Source: an optimization exercise on an open RTL-to-GDS flow (aim: small area). Production flows keep margins and buffers that such runs may drop. The RTL was checked by simulation tests, not by an equivalence proof against the original design. Power and IR drop assume default switching activity.

==> flow/design.v <==
`timescale 1ns / 1ps
module bcd_decode #(
    parameter [6:0] FORCED = 7'b0000000
    ) (
    input [3:0] bcd,
    input force_,
    output [6:0] seg
    );
	wire [6:0] s0 = bcd[0] ? 7'b0000110 : 7'b0111111;  
	wire [6:0] s1 = bcd[0] ? 7'b1001111 : 7'b1011011;  
	wire [6:0] s2 = bcd[0] ? 7'b1101101 : 7'b1100110;  
	wire [6:0] s3 = bcd[0] ? 7'b0000111 : 7'b1111101;  
	wire [6:0] s4 = bcd[0] ? 7'b1101111 : 7'b1111111;  
	wire [6:0] s5 = bcd[0] ? 7'b1111100 : 7'b1110111;  
	wire [6:0] s6 = bcd[0] ? 7'b1011110 : 7'b0111001;  
	wire [6:0] s7 = bcd[0] ? 7'b1110001 : 7'b1111001;  
	wire [6:0] t0 = bcd[1] ? s1 : s0;
	wire [6:0] t1 = bcd[1] ? s3 : s2;
	wire [6:0] t2 = bcd[1] ? s5 : s4;
	wire [6:0] t3 = bcd[1] ? s7 : s6;
	wire [6:0] u0 = bcd[2] ? t1 : t0;
	wire [6:0] u1 = bcd[2] ? t3 : t2;
	wire [6:0] s = bcd[3] ? u1 : u0;
	assign seg = force_ ? FORCED : s;
endmodule
`timescale 1ns / 1ps
module DataMemory(
    input clk,
    input [4:0] address,
    input [7:0] writeData,
    input reset,
    input write,
    output [7:0] readData
    );
	wire [7:0] x0 = writeData | {8{reset}};
	wire [7:0] x1 = writeData & {8{~reset}};
	wire [7:0] lo = 8'd1 << address[2:0];
	wire [3:0] hi = 4'd1 << address[4:3];
	wire [31:0] sel;
	wire [255:0] words;
	genvar i, j;
	generate
		for (i = 0; i < 32; i = i + 1) begin : w
			localparam [7:0] INIT = (i < 16) ? i : (i == 16) ? 0 : 256 - (i - 16);
			assign sel[i] = lo[i % 8] & hi[i / 8];
			wire en = reset | (write & sel[i]);
			wire [7:0] x;
			for (j = 0; j < 8; j = j + 1) begin : b
				assign x[j] = INIT[j] ? x1[j] : x0[j];
			end
			MemWord word(.clk(clk), .we(en), .we_n(~en), .x(x), .q(words[i * 8 +: 8]));
		end
	endgenerate
	MemRead r(.sel(sel), .words(words), .y(readData));
endmodule
module MemWord(
    input clk,
    input we,
    input we_n,
    input [7:0] x,
    output [7:0] q
    );
	reg [7:0] s;
	always @(posedge clk) s <= ~((s | {8{we}}) & (x | {8{we_n}}));
	assign q = s;
endmodule
module MemRead(
    input [31:0] sel,
    input [255:0] words,
    output [7:0] y
    );
	genvar b, t;
	generate
		for (b = 0; b < 8; b = b + 1) begin : bt
			wire [10:0] g;
			for (t = 0; t < 11; t = t + 1) begin : grp
				wire s0 = sel[t * 3];
				wire s1 = sel[t * 3 + 1];
				wire s2 = (t < 10) ? sel[t * 3 + 2] : 1'b0;
				wire d0 = words[(t * 3) * 8 + b];
				wire d1 = words[(t * 3 + 1) * 8 + b];
				wire d2 = (t < 10) ? words[(t * 3 + 2) * 8 + b] : 1'b0;
				assign g[t] = ~((s0 & d0) | (s1 & d1) | (s2 & d2));
			end
			assign y[b] = ~&g;
		end
	endgenerate
endmodule
`timescale 1ns / 1ps
module Main(
   input [7:0] instruction,
	input clk,
	input reset,
	output[7:0] pcc,
	output[6:0] out1,
	output[6:0] out2,
	output[6:0] out3,
	output[6:0] out4,
	output[6:0] out5
   );
	wire [1:0] op = instruction[7:6];
	wire [1:0] rs = instruction[5:4];
	wire [1:0] rt = instruction[3:2];
	wire [1:0] rd = instruction[1:0];
	wire [7:0] off = {{6{rd[1]}}, rd};
	reg p;
	always @(posedge clk) p <= ~p & ~reset;
	reg [7:0] pc;
	assign pcc = pc;
	wire [7:0] q0, q1, q2, q3, ql;
	wire [7:0] a = rs[1] ? (rs[0] ? q3 : q2) : (rs[0] ? q1 : q0);
	wire [7:0] b = rt[1] ? (rt[0] ? q3 : q2) : (rt[0] ? q1 : q0);
	wire [4:0] ar = a[4:0] ^ {5{p}};
	wire aup = ~rd[1] & rd[0] & ar[0];
	wire adn = rd[1] & (~rd[0] | ~ar[0]);
	reg [4:0] aones, azeros, addr;
	integer n;
	always @(*) begin
		aones[0] = 1'b0;
		azeros[0] = 1'b0;
		aones[1] = 1'b1;
		azeros[1] = 1'b1;
		for (n = 2; n < 5; n = n + 1) begin
			aones[n] = aones[n - 1] & ar[n - 1];
			azeros[n] = azeros[n - 1] & ~ar[n - 1];
		end
		addr[0] = ar[0] ^ rd[0];
		for (n = 1; n < 5; n = n + 1)
			addr[n] = ar[n] ^ ((aup & aones[n]) | (adn & azeros[n]));
	end
	wire [7:0] rdata;	 
	DataMemory d(.clk(clk), .reset(reset), .address(addr), .writeData(b),
	             .write(op == 2'd2), .readData(rdata));
	reg [8:0] c;
	reg [7:0] h, sum;
	integer m;
	always @(*) begin
		c[0] = p;
		for (m = 0; m < 8; m = m + 1) begin
			h[m] = a[m] ^ b[m];
			sum[m] = h[m] ^ c[m];
			c[m + 1] = h[m] ? c[m] : a[m];
		end
	end
	wire [7:0] x = (op[0] ? rdata : sum) | {8{reset}};
	wire wr = ~op[1];
	wire [1:0] dst = op[0] ? rt : rd;
	wire we0 = reset | (wr & (dst == 2'd0));
	wire we1 = reset | (wr & (dst == 2'd1));
	wire we2 = reset | (wr & (dst == 2'd2));
	wire we3 = reset | (wr & (dst == 2'd3));
	wire wel = reset | wr;
	MemWord r0(.clk(clk), .we(we0), .we_n(~we0), .x(x), .q(q0));
	MemWord r1(.clk(clk), .we(we1), .we_n(~we1), .x(x), .q(q1));
	MemWord r2(.clk(clk), .we(we2), .we_n(~we2), .x(x), .q(q2));
	MemWord r3(.clk(clk), .we(we3), .we_n(~we3), .x(x), .q(q3));
	MemWord rl(.clk(clk), .we(wel), .we_n(~wel), .x(x), .q(ql));
	wire jump = (op == 2'd3);
	wire odd = ~jump | ~rd[0];
	wire up = ((~jump | (rd == 2'b00)) & pc[0]) | (jump & (rd == 2'b01));
	wire dn = jump & (rd == 2'b10) & ~pc[0];
	reg [7:0] ones, zeros, pc_next;
	integer k;
	always @(*) begin
		ones[1] = 1'b1;
		zeros[1] = 1'b1;
		for (k = 2; k < 8; k = k + 1) begin
			ones[k] = ones[k - 1] & pc[k - 1];
			zeros[k] = zeros[k - 1] & ~pc[k - 1];
		end
		ones[0] = 1'b0;
		zeros[0] = 1'b0;
		pc_next[0] = pc[0] ^ odd;
		for (k = 1; k < 8; k = k + 1)
			pc_next[k] = pc[k] ^ ((up & ones[k]) | (dn & zeros[k]));
	end
	always @(posedge clk or posedge reset) begin
		if (reset) pc <= 8'd0;
		else pc <= pc_next;
	end
	wire [7:0] last = ql ^ {8{p}};
	bcd_decode #(.FORCED(7'b1010000)) d1(.bcd(last[7:4]), .force_(reset), .seg(out1));
	bcd_decode #(.FORCED(7'b0011100)) d2(.bcd(last[3:0]), .force_(reset), .seg(out2));
	bcd_decode #(.FORCED(7'b0010000)) d4(.bcd(pc[7:4]), .force_(reset), .seg(out4));
	bcd_decode #(.FORCED(7'b1101101)) d5(.bcd(pc[3:0]), .force_(reset), .seg(out5));
	assign out3 = reset ? 7'b1111100 : 7'b0000000;
endmodule
clock: 5.5 ns
lec_check: 0
cap_margin: 10
core_margin: 2
core_utilization: 60
slew_margin: 10
synth_hierarchical: 1
synth_minimum_keep_size: 0
standard.sh (not shown) runs the stock make flow with config.mk's settings and CLKGATE_MAP_FILE= SYNTH_SCRIPT=/design/flow/synth_recipe.tcl, a recipe that flattens the netlist after the stock synthesis.
==> flow/flow/run.sh <==
#!/bin/bash
# Layout flow: the standard synthesis with an area-oriented abc script (the
# registers stay exactly the standard synthesis's; checked below), then the
# standard ORFS steps with a few placement/CTS settings changed.
set -euo pipefail
W=$PWD
R=orfs/results/$FLOW_PLATFORM/Main/base
export MY_ABC_SCRIPT=$W/flow/area.abc
export MY_AREA_MODULES="Main DataMemory MemWord MemRead *bcd_decode*"
export MY_DEEP_SCRIPT=$W/flow/deep.abc
export MY_DEEP_MODULES="*bcd_decode*"

# Reference: the unchanged standard synthesis, in its own work folder.
sed -e "s|WORK_HOME=[^ ]*|WORK_HOME=$W/ref|" standard.sh > ref_standard.sh
bash ref_standard.sh synth > ref_synth.log 2>&1

# This flow's synthesis.
bash standard.sh SYNTH_SCRIPT=$W/flow/my_synth.tcl synth > my_synth.log 2>&1

python3 flow/regs.py ref/results/$FLOW_PLATFORM/Main/base/1_2_yosys.v > regs_ref.log
python3 flow/regs.py $R/1_2_yosys.v > regs_mine.log
if ! cmp -s regs_ref.log regs_mine.log; then
  echo "registers differ from the standard synthesis: using its netlist" > regs_fallback.log
  cp ref/results/$FLOW_PLATFORM/Main/base/1_2_yosys.v $R/1_2_yosys.v
  rm -f $R/1_synth.odb
  bash standard.sh synth > my_synth_fallback.log 2>&1
fi

bash standard.sh GPL_TIMING_DRIVEN=0 \
  "CTS_ARGS=-sink_clustering_enable -repair_clock_nets -dont_use_dummy_load -sink_clustering_size 20 -sink_clustering_max_diameter 60 -buf_list sky130_fd_sc_hd__clkbuf_8" \
  "BUFFER_PORTS_ARGS=-buffer_cell sky130_fd_sc_hd__buf_1" \
  finish > finish.log 2>&1
Other scripts of this flow, unchanged in this note and not shown: flow/flow/area.abc, flow/flow/deep.abc, flow/flow/my_synth.tcl, flow/flow/regs.py
Change:
--- a/flow/design.v
+++ b/flow/design.v
@@ -37,18 +37,15 @@
 	wire [7:0] lo = 8'd1 << address[2:0];
 	wire [3:0] hi = 4'd1 << address[4:3];
 	wire [31:0] sel;
 	wire [255:0] words;
-	genvar i, j;
+	genvar i;
 	generate
 		for (i = 0; i < 32; i = i + 1) begin : w
 			localparam [7:0] INIT = (i < 16) ? i : (i == 16) ? 0 : 256 - (i - 16);
 			assign sel[i] = lo[i % 8] & hi[i / 8];
 			wire en = reset | (write & sel[i]);
-			wire [7:0] x;
-			for (j = 0; j < 8; j = j + 1) begin : b
-				assign x[j] = INIT[j] ? x1[j] : x0[j];
-			end
+			wire [7:0] x = (x1 & INIT) | (x0 & ~INIT);
 			MemWord word(.clk(clk), .we(en), .we_n(~en), .x(x), .q(words[i * 8 +: 8]));
 		end
 	endgenerate
 	MemRead r(.sel(sel), .words(words), .y(readData));
@@ -68,24 +65,21 @@
     input [31:0] sel,
     input [255:0] words,
     output [7:0] y
     );
-	genvar b, t;
-	generate
-		for (b = 0; b < 8; b = b + 1) begin : bt
-			wire [10:0] g;
-			for (t = 0; t < 11; t = t + 1) begin : grp
-				wire s0 = sel[t * 3];
-				wire s1 = sel[t * 3 + 1];
-				wire s2 = (t < 10) ? sel[t * 3 + 2] : 1'b0;
-				wire d0 = words[(t * 3) * 8 + b];
-				wire d1 = words[(t * 3 + 1) * 8 + b];
-				wire d2 = (t < 10) ? words[(t * 3 + 2) * 8 + b] : 1'b0;
-				assign g[t] = ~((s0 & d0) | (s1 & d1) | (s2 & d2));
-			end
-			assign y[b] = ~&g;
-		end
-	endgenerate
+	reg [7:0] g [0:10];
+	reg [7:0] r;
+	integer t;
+	always @(*) begin
+		for (t = 0; t < 10; t = t + 1)
+			g[t] = ~((words[(t * 3) * 8 +: 8] & {8{sel[t * 3]}}) |
+			         (words[(t * 3 + 1) * 8 +: 8] & {8{sel[t * 3 + 1]}}) |
+			         (words[(t * 3 + 2) * 8 +: 8] & {8{sel[t * 3 + 2]}}));
+		g[10] = ~((words[240 +: 8] & {8{sel[30]}}) | (words[248 +: 8] & {8{sel[31]}}));
+		r = ~((((g[0] & g[1]) & (g[2] & g[3])) & ((g[4] & g[5]) & (g[6] & g[7]))) &
+		       ((g[8] & g[9]) & g[10]));
+	end
+	assign y = r;
 endmodule
 `timescale 1ns / 1ps
 module Main(
    input [7:0] instruction,
After rerunning:
- setup slack is better by 130 ps
- design area is about the same
- cell count hardly moves
- first-iteration DRC count increases by roughly a tenth
- die area barely changes
- combinational power stays flat
- area after synthesis barely changes
- clock skew increases by 18 ps
- routed wire length stays flat

========
Another version of the RTL of Main (not shown whole).
For scale: roughly 1200 cells after synthesis, roughly 310 flip-flops, roughly 53 I/O pins, roughly 11000 um^2 of cells after synthesis.
==> module Main, before the edit <==
module Main(
   input [7:0] instruction,
	input clk,
	input reset,
	output[7:0] pcc,
	output[6:0] out1,
	output[6:0] out2,
	output[6:0] out3,
	output[6:0] out4,
	output[6:0] out5
   );
	wire [1:0] op = instruction[7:6];
	wire [1:0] rs = instruction[5:4];
	wire [1:0] rt = instruction[3:2];
	wire [1:0] rd = instruction[1:0];
	wire [7:0] off = {{6{rd[1]}}, rd};
	reg p;
	always @(posedge clk) p <= ~p & ~reset;
	reg [7:0] pc;
	assign pcc = pc;
	wire [7:0] q0, q1, q2, q3, ql;
	wire [7:0] a = rs[1] ? (rs[0] ? q3 : q2) : (rs[0] ? q1 : q0);
	wire [7:0] b = rt[1] ? (rt[0] ? q3 : q2) : (rt[0] ? q1 : q0);
	wire [4:0] addr = (a[4:0] ^ {5{p}}) + off[4:0];
	wire [7:0] rdata;	 
	DataMemory d(.clk(clk), .reset(reset), .address(addr), .writeData(b),
	             .write(op == 2'd2), .readData(rdata));
	wire [7:0] sum = a + b + {7'd0, p};
	wire [7:0] x = (op[0] ? rdata : sum) | {8{reset}};
	wire wr = ~op[1];
	wire [1:0] dst = op[0] ? rt : rd;
	wire we0 = reset | (wr & (dst == 2'd0));
	wire we1 = reset | (wr & (dst == 2'd1));
	wire we2 = reset | (wr & (dst == 2'd2));
	wire we3 = reset | (wr & (dst == 2'd3));
	wire wel = reset | wr;
	MemWord r0(.clk(clk), .we(we0), .we_n(~we0), .x(x), .q(q0));
	MemWord r1(.clk(clk), .we(we1), .we_n(~we1), .x(x), .q(q1));
	MemWord r2(.clk(clk), .we(we2), .we_n(~we2), .x(x), .q(q2));
	MemWord r3(.clk(clk), .we(we3), .we_n(~we3), .x(x), .q(q3));
	MemWord rl(.clk(clk), .we(wel), .we_n(~wel), .x(x), .q(ql));
	always @(posedge clk or posedge reset) begin
		if (reset) pc <= 8'd0;
		else pc <= pc + ((op == 2'd3) ? off + 8'd1 : 8'd1);
	end
	wire [7:0] last = ql ^ {8{p}};
	wire [6:0] s1, s2, s4, s5;
	bcd_decode d1(.bcd(last[7:4]), .seg(s1));
	bcd_decode d2(.bcd(last[3:0]), .seg(s2));
	bcd_decode d4(.bcd(pc[7:4]), .seg(s4));
	bcd_decode d5(.bcd(pc[3:0]), .seg(s5));
	assign out1 = reset ? 7'b1010000 : s1;
	assign out2 = reset ? 7'b0011100 : s2;
	assign out3 = reset ? 7'b1111100 : 7'b0000000;
	assign out4 = {s4[6], s4[5] & ~reset, s4[4], s4[3:0] & {4{~reset}}};
	assign out5 = {s5[6] | reset, s5[5], s5[4] & ~reset, s5[3:2], s5[1] & ~reset, s5[0]};
endmodule
clock: 5.5 ns
lec_check: 0
cap_margin: 10
core_margin: 2
core_utilization: 60
slew_margin: 10
synth_hierarchical: 1
synth_minimum_keep_size: 0
==> flow/flow/run.sh <==
#!/bin/bash
# Layout flow: the standard synthesis with an area-oriented abc script (the
# registers stay exactly the standard synthesis's; checked below), then the
# standard ORFS steps with a few placement/CTS settings changed.
set -euo pipefail
W=$PWD
R=orfs/results/$FLOW_PLATFORM/Main/base
export MY_ABC_SCRIPT=$W/flow/area.abc
export MY_AREA_MODULES="Main DataMemory MemWord MemRead bcd_decode"
export MY_DEEP_SCRIPT=$W/flow/deep.abc
export MY_DEEP_MODULES="bcd_decode"

# Reference: the unchanged standard synthesis, in its own work folder.
sed -e "s|WORK_HOME=[^ ]*|WORK_HOME=$W/ref|" standard.sh > ref_standard.sh
bash ref_standard.sh synth > ref_synth.log 2>&1

# This flow's synthesis.
bash standard.sh SYNTH_SCRIPT=$W/flow/my_synth.tcl synth > my_synth.log 2>&1

python3 flow/regs.py ref/results/$FLOW_PLATFORM/Main/base/1_2_yosys.v > regs_ref.log
python3 flow/regs.py $R/1_2_yosys.v > regs_mine.log
if ! cmp -s regs_ref.log regs_mine.log; then
  echo "registers differ from the standard synthesis: using its netlist" > regs_fallback.log
  cp ref/results/$FLOW_PLATFORM/Main/base/1_2_yosys.v $R/1_2_yosys.v
  rm -f $R/1_synth.odb
  bash standard.sh synth > my_synth_fallback.log 2>&1
fi

bash standard.sh GPL_TIMING_DRIVEN=0 \
  "CTS_ARGS=-sink_clustering_enable -repair_clock_nets -dont_use_dummy_load -sink_clustering_size 20 -sink_clustering_max_diameter 60 -buf_list sky130_fd_sc_hd__clkbuf_8" \
  "BUFFER_PORTS_ARGS=-buffer_cell sky130_fd_sc_hd__buf_1" \
  finish > finish.log 2>&1
Other scripts of this flow, unchanged in this note and not shown: flow/flow/area.abc, flow/flow/deep.abc, flow/flow/my_synth.tcl, flow/flow/regs.py
==> next run, changes <==
--- a/flow/design.v
+++ b/flow/design.v
@@ -106,11 +106,38 @@
 	wire [7:0] q0, q1, q2, q3, ql;
 	wire [7:0] a = rs[1] ? (rs[0] ? q3 : q2) : (rs[0] ? q1 : q0);
 	wire [7:0] b = rt[1] ? (rt[0] ? q3 : q2) : (rt[0] ? q1 : q0);
-	wire [4:0] addr = (a[4:0] ^ {5{p}}) + off[4:0];
+	wire [4:0] ar = a[4:0] ^ {5{p}};
+	wire aup = ~rd[1] & rd[0] & ar[0];
+	wire adn = rd[1] & (~rd[0] | ~ar[0]);
+	reg [4:0] aones, azeros, addr;
+	integer n;
+	always @(*) begin
+		aones[0] = 1'b0;
+		azeros[0] = 1'b0;
+		aones[1] = 1'b1;
+		azeros[1] = 1'b1;
+		for (n = 2; n < 5; n = n + 1) begin
+			aones[n] = aones[n - 1] & ar[n - 1];
+			azeros[n] = azeros[n - 1] & ~ar[n - 1];
+		end
+		addr[0] = ar[0] ^ rd[0];
+		for (n = 1; n < 5; n = n + 1)
+			addr[n] = ar[n] ^ ((aup & aones[n]) | (adn & azeros[n]));
+	end
 	wire [7:0] rdata;	 
 	DataMemory d(.clk(clk), .reset(reset), .address(addr), .writeData(b),
 	             .write(op == 2'd2), .readData(rdata));
-	wire [7:0] sum = a + b + {7'd0, p};
+	reg [8:0] c;
+	reg [7:0] h, sum;
+	integer m;
+	always @(*) begin
+		c[0] = p;
+		for (m = 0; m < 8; m = m + 1) begin
+			h[m] = a[m] ^ b[m];
+			sum[m] = h[m] ^ c[m];
+			c[m + 1] = h[m] ? c[m] : a[m];
+		end
+	end
 	wire [7:0] x = (op[0] ? rdata : sum) | {8{reset}};
 	wire wr = ~op[1];
 	wire [1:0] dst = op[0] ? rt : rd;
@@ -124,9 +151,28 @@
 	MemWord r2(.clk(clk), .we(we2), .we_n(~we2), .x(x), .q(q2));
 	MemWord r3(.clk(clk), .we(we3), .we_n(~we3), .x(x), .q(q3));
 	MemWord rl(.clk(clk), .we(wel), .we_n(~wel), .x(x), .q(ql));
+	wire jump = (op == 2'd3);
+	wire odd = ~jump | ~rd[0];
+	wire up = ((~jump | (rd == 2'b00)) & pc[0]) | (jump & (rd == 2'b01));
+	wire dn = jump & (rd == 2'b10) & ~pc[0];
+	reg [7:0] ones, zeros, pc_next;
+	integer k;
+	always @(*) begin
+		ones[1] = 1'b1;
+		zeros[1] = 1'b1;
+		for (k = 2; k < 8; k = k + 1) begin
+			ones[k] = ones[k - 1] & pc[k - 1];
+			zeros[k] = zeros[k - 1] & ~pc[k - 1];
+		end
+		ones[0] = 1'b0;
+		zeros[0] = 1'b0;
+		pc_next[0] = pc[0] ^ odd;
+		for (k = 1; k < 8; k = k + 1)
+			pc_next[k] = pc[k] ^ ((up & ones[k]) | (dn & zeros[k]));
+	end
 	always @(posedge clk or posedge reset) begin
 		if (reset) pc <= 8'd0;
-		else pc <= pc + ((op == 2'd3) ? off + 8'd1 : 8'd1);
+		else pc <= pc_next;
 	end
 	wire [7:0] last = ql ^ {8{p}};
 	wire [6:0] s1, s2, s4, s5;
Effect: Die area is lower by 0.47%. Area after synthesis is lower by about 0.5%. Sequential power stays flat. Critical path depth is lower by 2. Wire length is higher by 0.54%. Combinational power is lower by about 2%. Via count is lower by about 0.7%.

-- port drivers added, routing unchanged --
Ports are ideal in the flow. The routed layouts listed here were re-timed in OpenROAD. Step 1 (the two cells are an assumption about what drives the block):
set clk [get_ports {clk}]
set_driving_cell -lib_cell sky130_fd_sc_hd__clkbuf_16 $clk
set_driving_cell -lib_cell sky130_fd_sc_hd__buf_2 [delete_from_list [all_inputs] $clk]
Step 2 adds t to the input delays and takes it off the output delays; t is the mean of the earliest and latest rising clock arrival at the registers after step 1. Input paths then give back, and output paths get back, about the clock's delay inside the block. a / b / c = ideal / step 1 / step 2; a / b = the first two.
run | shift t [ns] | setup slack, ns | hold WS [ns]
the first run of note 1 | 0.575 | 0.121 / 0.140 / -0.435 | 0.449 / 0.449 / 0.449
the second run of note 1 | 0.580 | 0.251 / 0.273 / -0.307 | 0.447 / 0.447 / 0.447
the first run of note 2 | 0.584 | 0.304 / 0.318 / -0.266 | 0.450 / 0.450 / 0.450
the second run of note 2 | 0.582 | 0.129 / 0.148 / -0.434 | 0.450 / 0.450 / 0.450
With both steps, setup timing fails in every run listed, where it was met with ideal ports. The setup slack of the first run of note 2, which loses most, moves by +0.014 ns with the drivers and by -0.570 ns with both steps.
